Source: an optimization exercise on an open RTL-to-GDS flow (aim: small area). Production flows keep margins and buffers that such runs may drop. Where RTL was checked, it was by simulation tests only, not by an equivalence proof against the original. The clock input has no modelled driver; a real chip could not lean on it and would need a root buffer or a full tree. Power figures rest on the tool's default switching activity, not on a simulated workload.

==> 06-15 <==
Design formula, start of the top module:
module formula # (
	parameter LEN = 8
) (
	input                         clk,
	input                         rst,
	input  signed [    LEN - 1:0] a,
	input  signed [    LEN - 1:0] b,
	input  signed [    LEN - 1:0] c,
	input  signed [    LEN - 1:0] d,
	input                         input_vld,
	output signed [3 * LEN - 1:0] res,
	output                        res_overflow,
	output                        output_vld
);
Settings: LEC_CHECK=0, CAP_MARGIN=0, CORE_MARGIN=2, CORE_UTILIZATION=40, GPL_TIMING_DRIVEN=0, SLEW_MARGIN=0, SYNTH_HIERARCHICAL=1; clock period 6.0 ns.
standard.sh (not shown) runs the stock make flow with config.mk's settings and CLKGATE_MAP_FILE= SYNTH_SCRIPT=/design/flow/synth_recipe.tcl, a recipe that flattens the netlist after the stock synthesis.
==> flow/flow/run.sh <==
#!/bin/bash
# The standard layout (the standard.sh) with these ORFS settings:
# synthesis buffers removed at floorplan, the smallest buffer on each port,
# and a hand-built one-level clock tree (flow/manual_cts.tcl) in place of CTS.
set -e
here=$(pwd)
bash standard.sh REMOVE_ABC_BUFFERS=1 BUFFER_PORTS_ARGS="-buffer_cell sky130_fd_sc_hd__buf_1" \
  PRE_CTS_TCL=$here/flow/manual_cts.tcl finish > standard.log 2>&1
==> flow/flow/manual_cts.tcl <==
# Clock tree built by hand before CTS: the clock port drives NGROUP clock buffers,
# each of which drives the registers of one placement region. All registers sit
# at the same depth (one buffer) so the tree is balanced.
set ngx 2
set ngy 2
set bufcell sky130_fd_sc_hd__clkbuf_16
set db [ord::get_db]
set block [ord::get_db_block]
set master [$db findMaster $bufcell]
set clk_net [$block findNet clk]
set sinks {}
foreach it [$clk_net getITerms] {
  set inst [$it getInst]
  set bb [$inst getBBox]
  set x [expr {([$bb xMin] + [$bb xMax]) / 2}]
  set y [expr {([$bb yMin] + [$bb yMax]) / 2}]
  lappend sinks [list $it $x $y]
}
puts "manual CTS: [llength $sinks] sinks"
set n [llength $sinks]
set byx [lsort -integer -index 1 $sinks]
set per_col [expr {($n + $ngx - 1) / $ngx}]
set g 0
for {set cx 0} {$cx < $ngx} {incr cx} {
  set col [lrange $byx [expr {$cx * $per_col}] [expr {($cx + 1) * $per_col - 1}]]
  set byy [lsort -integer -index 2 $col]
  set m [llength $byy]
  set per_row [expr {($m + $ngy - 1) / $ngy}]
  for {set cy 0} {$cy < $ngy} {incr cy} {
    set grp [lrange $byy [expr {$cy * $per_row}] [expr {($cy + 1) * $per_row - 1}]]
    if {[llength $grp] == 0} { continue }
    set sx 0; set sy 0
    foreach s $grp { incr sx [lindex $s 1]; incr sy [lindex $s 2] }
    set mx [expr {$sx / [llength $grp]}]
    set my [expr {$sy / [llength $grp]}]
    set inst [odb::dbInst_create $block $master "clkbuf_man_$g"]
    set net [odb::dbNet_create $block "clknet_man_$g"]
    $net setSigType CLOCK
    [$inst findITerm A] connect $clk_net
    [$inst findITerm X] connect $net
    foreach s $grp {
      set it [lindex $s 0]
      $it disconnect
      $it connect $net
    }
    $inst setLocation $mx $my
    $inst setPlacementStatus PLACED
    puts "manual CTS: buffer $g drives [llength $grp] sinks at ($mx, $my)"
    incr g
  }
}
# the tree is in place; the flow's clock_tree_synthesis call is skipped
proc clock_tree_synthesis {args} { puts "clock_tree_synthesis skipped: manual clock tree" }
==> 06-07: changes against 06-15 <==
--- a/flow/design.v
+++ b/flow/design.v
@@ -398,26 +398,26 @@
 	fa_bit u179 (.a(pp102), .b(pp110), .ci(pp117), .s(s179), .co(c179));
 	fa_bit u180 (.a(c176), .b(s179), .ci(c177), .s(s180), .co(c180));
 	fa_bit u181 (.a(pp111), .b(pp118), .ci(c179), .s(s181), .co(c181));
 	ha_bit u182 (.a(pp41), .b(pp49), .s(s182), .co(c182));
 	ha_bit u183 (.a(s146), .b(c139), .s(s183), .co(c183));
 	fa_bit u184 (.a(c146), .b(s153), .ci(c183), .s(s184), .co(c184));
-	ha_bit u185 (.a(c153), .b(s160), .s(s185), .co(c185));
+	fa_bit u185 (.a(c153), .b(s160), .ci(c184), .s(s185), .co(c185));
 	fa_bit u186 (.a(c160), .b(s166), .ci(c185), .s(s186), .co(c186));
 	fa_bit u187 (.a(c166), .b(s171), .ci(c186), .s(s187), .co(c187));
-	fa_bit u188 (.a(c171), .b(s175), .ci(c187), .s(s188), .co(c188));
+	ha_bit u188 (.a(c171), .b(s175), .s(s188), .co(c188));
 	fa_bit u189 (.a(c175), .b(s178), .ci(c188), .s(s189), .co(c189));
 	fa_bit u190 (.a(s180), .b(c178), .ci(c189), .s(s190), .co(c190));
 	fa_bit u191 (.a(s181), .b(c180), .ci(c190), .s(s191), .co(c191));
 	assign s192 = pp119 ^ c181 ^ c191;
 	logic [16:0] s2;
 	always_ff @(posedge clk)
 		s2  <= ({s192, s191, s190, s189, s188, s187, s186, s185, s184, s183, s139, s133, s128, s124, s121, s182, pp40} | {1'b0, {3{ov1}}, 13'd0}) & {~ov1, 16'hffff};
 	logic [1:0] bc2;
 	always_ff @(posedge clk)
-		bc2 <= {c184, c182} & {2{~ov1}};
+		bc2 <= {c187, c182} & {2{~ov1}};
 	wire sg193;
 	wire k194;
 	wire s195, c195;
 	wire s196, c196;
 	wire s197, c197;
 	wire s198, c198;
@@ -430,26 +430,26 @@
 	wire s205, c205;
 	wire s206, c206;
 	wire s207, c207;
 	wire s208, c208;
 	wire s209, c209;
 	wire s210;
-	assign sg193 = s2[16] ^ (s2[15] & (s2[14] & (s2[13] & (s2[12] & (s2[11] & (s2[10] & ((s2[9] & (s2[8] & (s2[7] & (s2[6] & (s2[5] & (s2[4] & (s2[3] & (s2[2] & bc2[0])))))))) | (s2[9] & bc2[1]) | ((s2[8] & (s2[7] & (s2[6] & (s2[5] & (s2[4] & (s2[3] & (s2[2] & bc2[0]))))))) & bc2[1]))))))));
+	assign sg193 = s2[16] ^ (s2[15] & (s2[14] & (s2[13] & ((s2[12] & (s2[11] & (s2[10] & (s2[9] & (s2[8] & (s2[7] & (s2[6] & (s2[5] & (s2[4] & (s2[3] & (s2[2] & bc2[0]))))))))))) | (s2[12] & bc2[1]) | ((s2[11] & (s2[10] & (s2[9] & (s2[8] & (s2[7] & (s2[6] & (s2[5] & (s2[4] & (s2[3] & (s2[2] & bc2[0])))))))))) & bc2[1])))));
 	assign k194 = s2[0] & sg193;
 	ha_bit u195 (.a(s2[1]), .b(k194), .s(s195), .co(c195));
 	fa_bit u196 (.a(s2[2]), .b(c195), .ci(bc2[0]), .s(s196), .co(c196));
 	ha_bit u197 (.a(s2[3]), .b(c196), .s(s197), .co(c197));
 	ha_bit u198 (.a(s2[4]), .b(c197), .s(s198), .co(c198));
 	ha_bit u199 (.a(s2[5]), .b(c198), .s(s199), .co(c199));
 	ha_bit u200 (.a(s2[6]), .b(c199), .s(s200), .co(c200));
 	ha_bit u201 (.a(s2[7]), .b(c200), .s(s201), .co(c201));
 	ha_bit u202 (.a(s2[8]), .b(c201), .s(s202), .co(c202));
-	fa_bit u203 (.a(s2[9]), .b(c202), .ci(bc2[1]), .s(s203), .co(c203));
+	ha_bit u203 (.a(s2[9]), .b(c202), .s(s203), .co(c203));
 	ha_bit u204 (.a(s2[10]), .b(c203), .s(s204), .co(c204));
 	ha_bit u205 (.a(s2[11]), .b(c204), .s(s205), .co(c205));
-	ha_bit u206 (.a(s2[12]), .b(c205), .s(s206), .co(c206));
+	fa_bit u206 (.a(s2[12]), .b(c205), .ci(bc2[1]), .s(s206), .co(c206));
 	ha_bit u207 (.a(s2[13]), .b(c206), .s(s207), .co(c207));
 	ha_bit u208 (.a(s2[14]), .b(c207), .s(s208), .co(c208));
 	ha_bit u209 (.a(s2[15]), .b(c208), .s(s209), .co(c209));
 	assign s210 = s2[16] ^ c209;
 	logic [15:0] r3, r4, r5;
 	always_ff @(posedge clk) begin
==> 01-01: changes against 06-15 <==
--- a/flow/design.v
+++ b/flow/design.v
@@ -407,17 +407,20 @@
 	fa_bit u188 (.a(c171), .b(s175), .ci(c187), .s(s188), .co(c188));
 	fa_bit u189 (.a(c175), .b(s178), .ci(c188), .s(s189), .co(c189));
 	fa_bit u190 (.a(s180), .b(c178), .ci(c189), .s(s190), .co(c190));
 	fa_bit u191 (.a(s181), .b(c180), .ci(c190), .s(s191), .co(c191));
 	assign s192 = pp119 ^ c181 ^ c191;
 	logic [16:0] s2;
-	always_ff @(posedge clk)
-		s2  <= ({s192, s191, s190, s189, s188, s187, s186, s185, s184, s183, s139, s133, s128, s124, s121, s182, pp40} | {1'b0, {3{ov1}}, 13'd0}) & {~ov1, 16'hffff};
+	logic        ov2;
+	always_ff @(posedge clk) begin
+		s2  <= {s192, s191, s190, s189, s188, s187, s186, s185, s184, s183, s139, s133, s128, s124, s121, s182, pp40};
+		ov2 <= ov1;
+	end
 	logic [1:0] bc2;
 	always_ff @(posedge clk)
-		bc2 <= {c184, c182} & {2{~ov1}};
+		bc2 <= {c184, c182};
 	wire sg193;
 	wire k194;
 	wire s195, c195;
 	wire s196, c196;
 	wire s197, c197;
 	wire s198, c198;
@@ -450,13 +453,13 @@
 	ha_bit u207 (.a(s2[13]), .b(c206), .s(s207), .co(c207));
 	ha_bit u208 (.a(s2[14]), .b(c207), .s(s208), .co(c208));
 	ha_bit u209 (.a(s2[15]), .b(c208), .s(s209), .co(c209));
 	assign s210 = s2[16] ^ c209;
 	logic [15:0] r3, r4, r5;
 	always_ff @(posedge clk) begin
-		r3 <= {s210, s209, s208, s207, s206, s205, s204, s203, s202, s201, s200, s199, s198, s197, s196, s195};
+		r3 <= ({s210, s209, s208, s207, s206, s205, s204, s203, s202, s201, s200, s199, s198, s197, s196, s195} | {1'b0, {3{ov2}}, 12'd0}) & {~ov2, 15'h7fff};
 		r4 <= r3;
 		r5 <= r4;
 	end
 	assign output_vld   = vld[4];
 	assign res_overflow = ~r5[15] & r5[14] & r5[13] & r5[12];
 	assign res          = {{8{r5[15]}}, r5};
==> flow/flow/run.sh (replaced) <==
#!/bin/bash
# The standard layout (the standard.sh) with these ORFS settings:
# synthesis buffers removed at floorplan, the smallest buffer on each port,
# and a clock tree of small clock buffers without dummy loads.
set -e
bash standard.sh REMOVE_ABC_BUFFERS=1 BUFFER_PORTS_ARGS="-buffer_cell sky130_fd_sc_hd__buf_1" CTS_ARGS="-sink_clustering_enable -repair_clock_nets -dont_use_dummy_load -buf_list {sky130_fd_sc_hd__clkbuf_16} -root_buf sky130_fd_sc_hd__clkbuf_8 -sink_clustering_size 30 -sink_clustering_max_diameter 200" finish > standard.log 2>&1
removed: flow/flow/manual_cts.tcl
==> 12-12: changes against 06-15 <==
--- a/flow/design.v
+++ b/flow/design.v
@@ -398,26 +398,26 @@
 	fa_bit u179 (.a(pp102), .b(pp110), .ci(pp117), .s(s179), .co(c179));
 	fa_bit u180 (.a(c176), .b(s179), .ci(c177), .s(s180), .co(c180));
 	fa_bit u181 (.a(pp111), .b(pp118), .ci(c179), .s(s181), .co(c181));
 	ha_bit u182 (.a(pp41), .b(pp49), .s(s182), .co(c182));
 	ha_bit u183 (.a(s146), .b(c139), .s(s183), .co(c183));
 	fa_bit u184 (.a(c146), .b(s153), .ci(c183), .s(s184), .co(c184));
-	ha_bit u185 (.a(c153), .b(s160), .s(s185), .co(c185));
+	fa_bit u185 (.a(c153), .b(s160), .ci(c184), .s(s185), .co(c185));
 	fa_bit u186 (.a(c160), .b(s166), .ci(c185), .s(s186), .co(c186));
 	fa_bit u187 (.a(c166), .b(s171), .ci(c186), .s(s187), .co(c187));
-	fa_bit u188 (.a(c171), .b(s175), .ci(c187), .s(s188), .co(c188));
+	ha_bit u188 (.a(c171), .b(s175), .s(s188), .co(c188));
 	fa_bit u189 (.a(c175), .b(s178), .ci(c188), .s(s189), .co(c189));
 	fa_bit u190 (.a(s180), .b(c178), .ci(c189), .s(s190), .co(c190));
 	fa_bit u191 (.a(s181), .b(c180), .ci(c190), .s(s191), .co(c191));
 	assign s192 = pp119 ^ c181 ^ c191;
 	logic [16:0] s2;
 	always_ff @(posedge clk)
 		s2  <= ({s192, s191, s190, s189, s188, s187, s186, s185, s184, s183, s139, s133, s128, s124, s121, s182, pp40} | {1'b0, {3{ov1}}, 13'd0}) & {~ov1, 16'hffff};
 	logic [1:0] bc2;
 	always_ff @(posedge clk)
-		bc2 <= {c184, c182} & {2{~ov1}};
+		bc2 <= {c187, c182} & {2{~ov1}};
 	wire sg193;
 	wire k194;
 	wire s195, c195;
 	wire s196, c196;
 	wire s197, c197;
 	wire s198, c198;
@@ -430,26 +430,26 @@
 	wire s205, c205;
 	wire s206, c206;
 	wire s207, c207;
 	wire s208, c208;
 	wire s209, c209;
 	wire s210;
-	assign sg193 = s2[16] ^ (s2[15] & (s2[14] & (s2[13] & (s2[12] & (s2[11] & (s2[10] & ((s2[9] & (s2[8] & (s2[7] & (s2[6] & (s2[5] & (s2[4] & (s2[3] & (s2[2] & bc2[0])))))))) | (s2[9] & bc2[1]) | ((s2[8] & (s2[7] & (s2[6] & (s2[5] & (s2[4] & (s2[3] & (s2[2] & bc2[0]))))))) & bc2[1]))))))));
+	assign sg193 = s2[16] ^ (s2[15] & (s2[14] & (s2[13] & ((s2[12] & (s2[11] & (s2[10] & (s2[9] & (s2[8] & (s2[7] & (s2[6] & (s2[5] & (s2[4] & (s2[3] & (s2[2] & bc2[0]))))))))))) | (s2[12] & bc2[1]) | ((s2[11] & (s2[10] & (s2[9] & (s2[8] & (s2[7] & (s2[6] & (s2[5] & (s2[4] & (s2[3] & (s2[2] & bc2[0])))))))))) & bc2[1])))));
 	assign k194 = s2[0] & sg193;
 	ha_bit u195 (.a(s2[1]), .b(k194), .s(s195), .co(c195));
 	fa_bit u196 (.a(s2[2]), .b(c195), .ci(bc2[0]), .s(s196), .co(c196));
 	ha_bit u197 (.a(s2[3]), .b(c196), .s(s197), .co(c197));
 	ha_bit u198 (.a(s2[4]), .b(c197), .s(s198), .co(c198));
 	ha_bit u199 (.a(s2[5]), .b(c198), .s(s199), .co(c199));
 	ha_bit u200 (.a(s2[6]), .b(c199), .s(s200), .co(c200));
 	ha_bit u201 (.a(s2[7]), .b(c200), .s(s201), .co(c201));
 	ha_bit u202 (.a(s2[8]), .b(c201), .s(s202), .co(c202));
-	fa_bit u203 (.a(s2[9]), .b(c202), .ci(bc2[1]), .s(s203), .co(c203));
+	ha_bit u203 (.a(s2[9]), .b(c202), .s(s203), .co(c203));
 	ha_bit u204 (.a(s2[10]), .b(c203), .s(s204), .co(c204));
 	ha_bit u205 (.a(s2[11]), .b(c204), .s(s205), .co(c205));
-	ha_bit u206 (.a(s2[12]), .b(c205), .s(s206), .co(c206));
+	fa_bit u206 (.a(s2[12]), .b(c205), .ci(bc2[1]), .s(s206), .co(c206));
 	ha_bit u207 (.a(s2[13]), .b(c206), .s(s207), .co(c207));
 	ha_bit u208 (.a(s2[14]), .b(c207), .s(s208), .co(c208));
 	ha_bit u209 (.a(s2[15]), .b(c208), .s(s209), .co(c209));
 	assign s210 = s2[16] ^ c209;
 	logic [15:0] r3, r4, r5;
 	always_ff @(posedge clk) begin
==> flow/flow/run.sh (replaced) <==
#!/bin/bash
# The standard layout (the standard.sh) with these ORFS settings:
# synthesis buffers removed at floorplan, the smallest buffer on each port,
# and a hand-built one-level clock tree of four buffers (flow/manual_cts.tcl) in place of CTS.
set -e
here=$(pwd)
bash standard.sh REMOVE_ABC_BUFFERS=1 BUFFER_PORTS_ARGS="-buffer_cell sky130_fd_sc_hd__buf_1" \
  PRE_CTS_TCL=$here/flow/manual_cts.tcl finish > standard.log 2>&1
==> flow/flow/manual_cts.tcl (replaced) <==
# Clock tree built by hand before CTS (the flow's clock_tree_synthesis call is
# skipped). The registers are split by placement into a left and a right half,
# and each half into a lower and an upper part. The clock port drives one clock
# buffer per part: a larger part gets a clkbuf_16, a smaller one a clkbuf_8.
# Every register is one buffer away from the clock port.
set parts {{0.6 sky130_fd_sc_hd__clkbuf_16} {0.4 sky130_fd_sc_hd__clkbuf_8}}
set db [ord::get_db]
set block [ord::get_db_block]
set clk_net [$block findNet clk]
set sinks {}
foreach it [$clk_net getITerms] {
  set bb [[$it getInst] getBBox]
  lappend sinks [list $it [expr {([$bb xMin] + [$bb xMax]) / 2}] [expr {([$bb yMin] + [$bb yMax]) / 2}]]
}
set n [llength $sinks]
puts "manual CTS: $n sinks"
set byx [lsort -integer -index 1 $sinks]
set half [expr {$n / 2}]
set cols [list [lrange $byx 0 [expr {$half - 1}]] [lrange $byx $half end]]
set g 0
foreach col $cols {
  set byy [lsort -integer -index 2 $col]
  set m [llength $byy]
  set k0 [expr {int(round($m * [lindex $parts 0 0]))}]
  # the larger part is the lower one in the left half and the upper one in the right half
  if {$g == 0} {
    set grps [list [list [lrange $byy 0 [expr {$k0 - 1}]] [lindex $parts 0 1]] [list [lrange $byy $k0 end] [lindex $parts 1 1]]]
  } else {
    set k1 [expr {$m - $k0}]
    set grps [list [list [lrange $byy 0 [expr {$k1 - 1}]] [lindex $parts 1 1]] [list [lrange $byy $k1 end] [lindex $parts 0 1]]]
  }
  foreach gb $grps {
    lassign $gb grp cell
    set sx 0; set sy 0
    foreach s $grp { incr sx [lindex $s 1]; incr sy [lindex $s 2] }
    set mx [expr {$sx / [llength $grp]}]
    set my [expr {$sy / [llength $grp]}]
    set inst [odb::dbInst_create $block [$db findMaster $cell] "clkbuf_man_$g"]
    set net [odb::dbNet_create $block "clknet_man_$g"]
    $net setSigType CLOCK
    [$inst findITerm A] connect $clk_net
    [$inst findITerm X] connect $net
    foreach s $grp {
      set it [lindex $s 0]
      $it disconnect
      $it connect $net
    }
    $inst setLocation $mx $my
    $inst setPlacementStatus PLACED
    puts "manual CTS: $cell $g drives [llength $grp] sinks at ($mx, $my)"
    incr g
  }
}
proc clock_tree_synthesis {args} { puts "clock_tree_synthesis skipped: manual clock tree" }
==> qor summary <==
| metric | 12-12 | 06-15 | 01-01 | 06-07 |
|---|---|---|---|---|
| Number of global-route vias before repair | 2577 | 2564 | 2678 | 2575 |
| Number of vias in the routed layout | 2383 | 2393 | 2428 | 2381 |
| Insertion delay of the later-clocked pin in the worst-skew pair | 0.17 ns | 0.15 ns | 0.36 ns | 0.16 ns |
| Finished Layout Cells | 534 | 533 | 537 | 534 |
| Number of nets at the end of the flow | 530 | 529 | 533 | 530 |
| Worst setup skew after layout | 0.0156 ns | 0.00740 ns | 0.0320 ns | 0.0150 ns |
| Cell area after technology mapping | 4610 sq um | 4620 sq um | 4630 sq um | 4610 sq um |
| Crit path setup slack, layout | 0.849 ns | 0.251 ns | 0.200 ns | 0.845 ns |
| First-pass GRT wire length | 12200 um | 11900 um | 12500 um | 12100 um |
| Clock share of power | 0.088 | 0.096 | 0.115 | 0.098 |
| Time the final worst path needs with I/O delays and setup | 5.15 ns | 5.75 ns | 5.80 ns | 5.15 ns |
| Worst hold start | r3[9] | r4[15] | r3[12] | r4[11] |
| Worst reg-to-reg setup slack | 0.85 ns | 0.25 ns | 0.20 ns | 0.85 ns |
| Outcome | timing/DRC/antenna clean | timing/DRC/antenna clean | timing/DRC/antenna clean | timing/DRC/antenna clean |
| Required time of the critical path | 6.07 ns | 6.05 ns | 6.24 ns | 6.05 ns |
| Weighted congestion at the end of routability-driven global placement | 0.838 | 0.853 | 0.858 | 0.838 |
| Final Routed Wirelength | 6940 um | 6730 um | 7260 um | 6920 um |
| Largest net degree at the start of global routing | 31 | 26 | 20 | 26 |
| Endpoint arrival time on the critical path | 5.22 ns | 5.79 ns | 6.04 ns | 5.21 ns |
| Fmax | 194 MHz | 174 MHz | 172 MHz | 194 MHz |
| Per-cell routed wire length | 13.0 um | 12.6 um | 13.5 um | 12.9 um |
| Sequential cell area | 2010 sq um | 2010 sq um | 2030 sq um | 2010 sq um |
| Slowest cell on the critical path | dfxtp_1 | fa_1 | dfxtp_1 | dfxtp_1 |
| Combinational group power | 1.46 mW | 1.47 mW | 1.43 mW | 1.46 mW |
No functional check of the RTL was part of 06-15 and 01-01. The clock cells of 06-15, 06-07 and 12-12 come from the design's own scripts or RTL, not from TritonCTS.

[afterwards: timing with drivers on the ports]
No port has a modelled driver above. Below, the same layouts with a new extraction and two added sets of constraints.
Step 1 (the two cells are an assumption about what drives the block):
set clk [get_ports {clk}]
set_driving_cell -lib_cell sky130_fd_sc_hd__clkbuf_16 $clk
set_driving_cell -lib_cell sky130_fd_sc_hd__buf_2 [delete_from_list [all_inputs] $clk]
Step 2 times the ports against the registers' clock, not the clock port: input delays grow and output delays shrink by t, the midpoint of the rising clock arrivals with the driver on.
Three values: no drivers, after step 1, after step 2; two values: the first two.
run | t (ns) | setup WS [ns] | worst setup path at the end | cell pins on the clock port's net
06-15 | 0.235 | 0.251 / 0.251 / 0.251 | register to register | 4
06-07 | 0.225 | 0.845 / 0.845 / 0.845 | register to register | 4
01-01 | 0.382 | 0.200 / 0.200 / 0.200 | register to register | 1
12-12 | 0.231 | 0.849 / 0.850 / 0.850 | register to register | 4
After both steps every run listed still meets setup and hold.
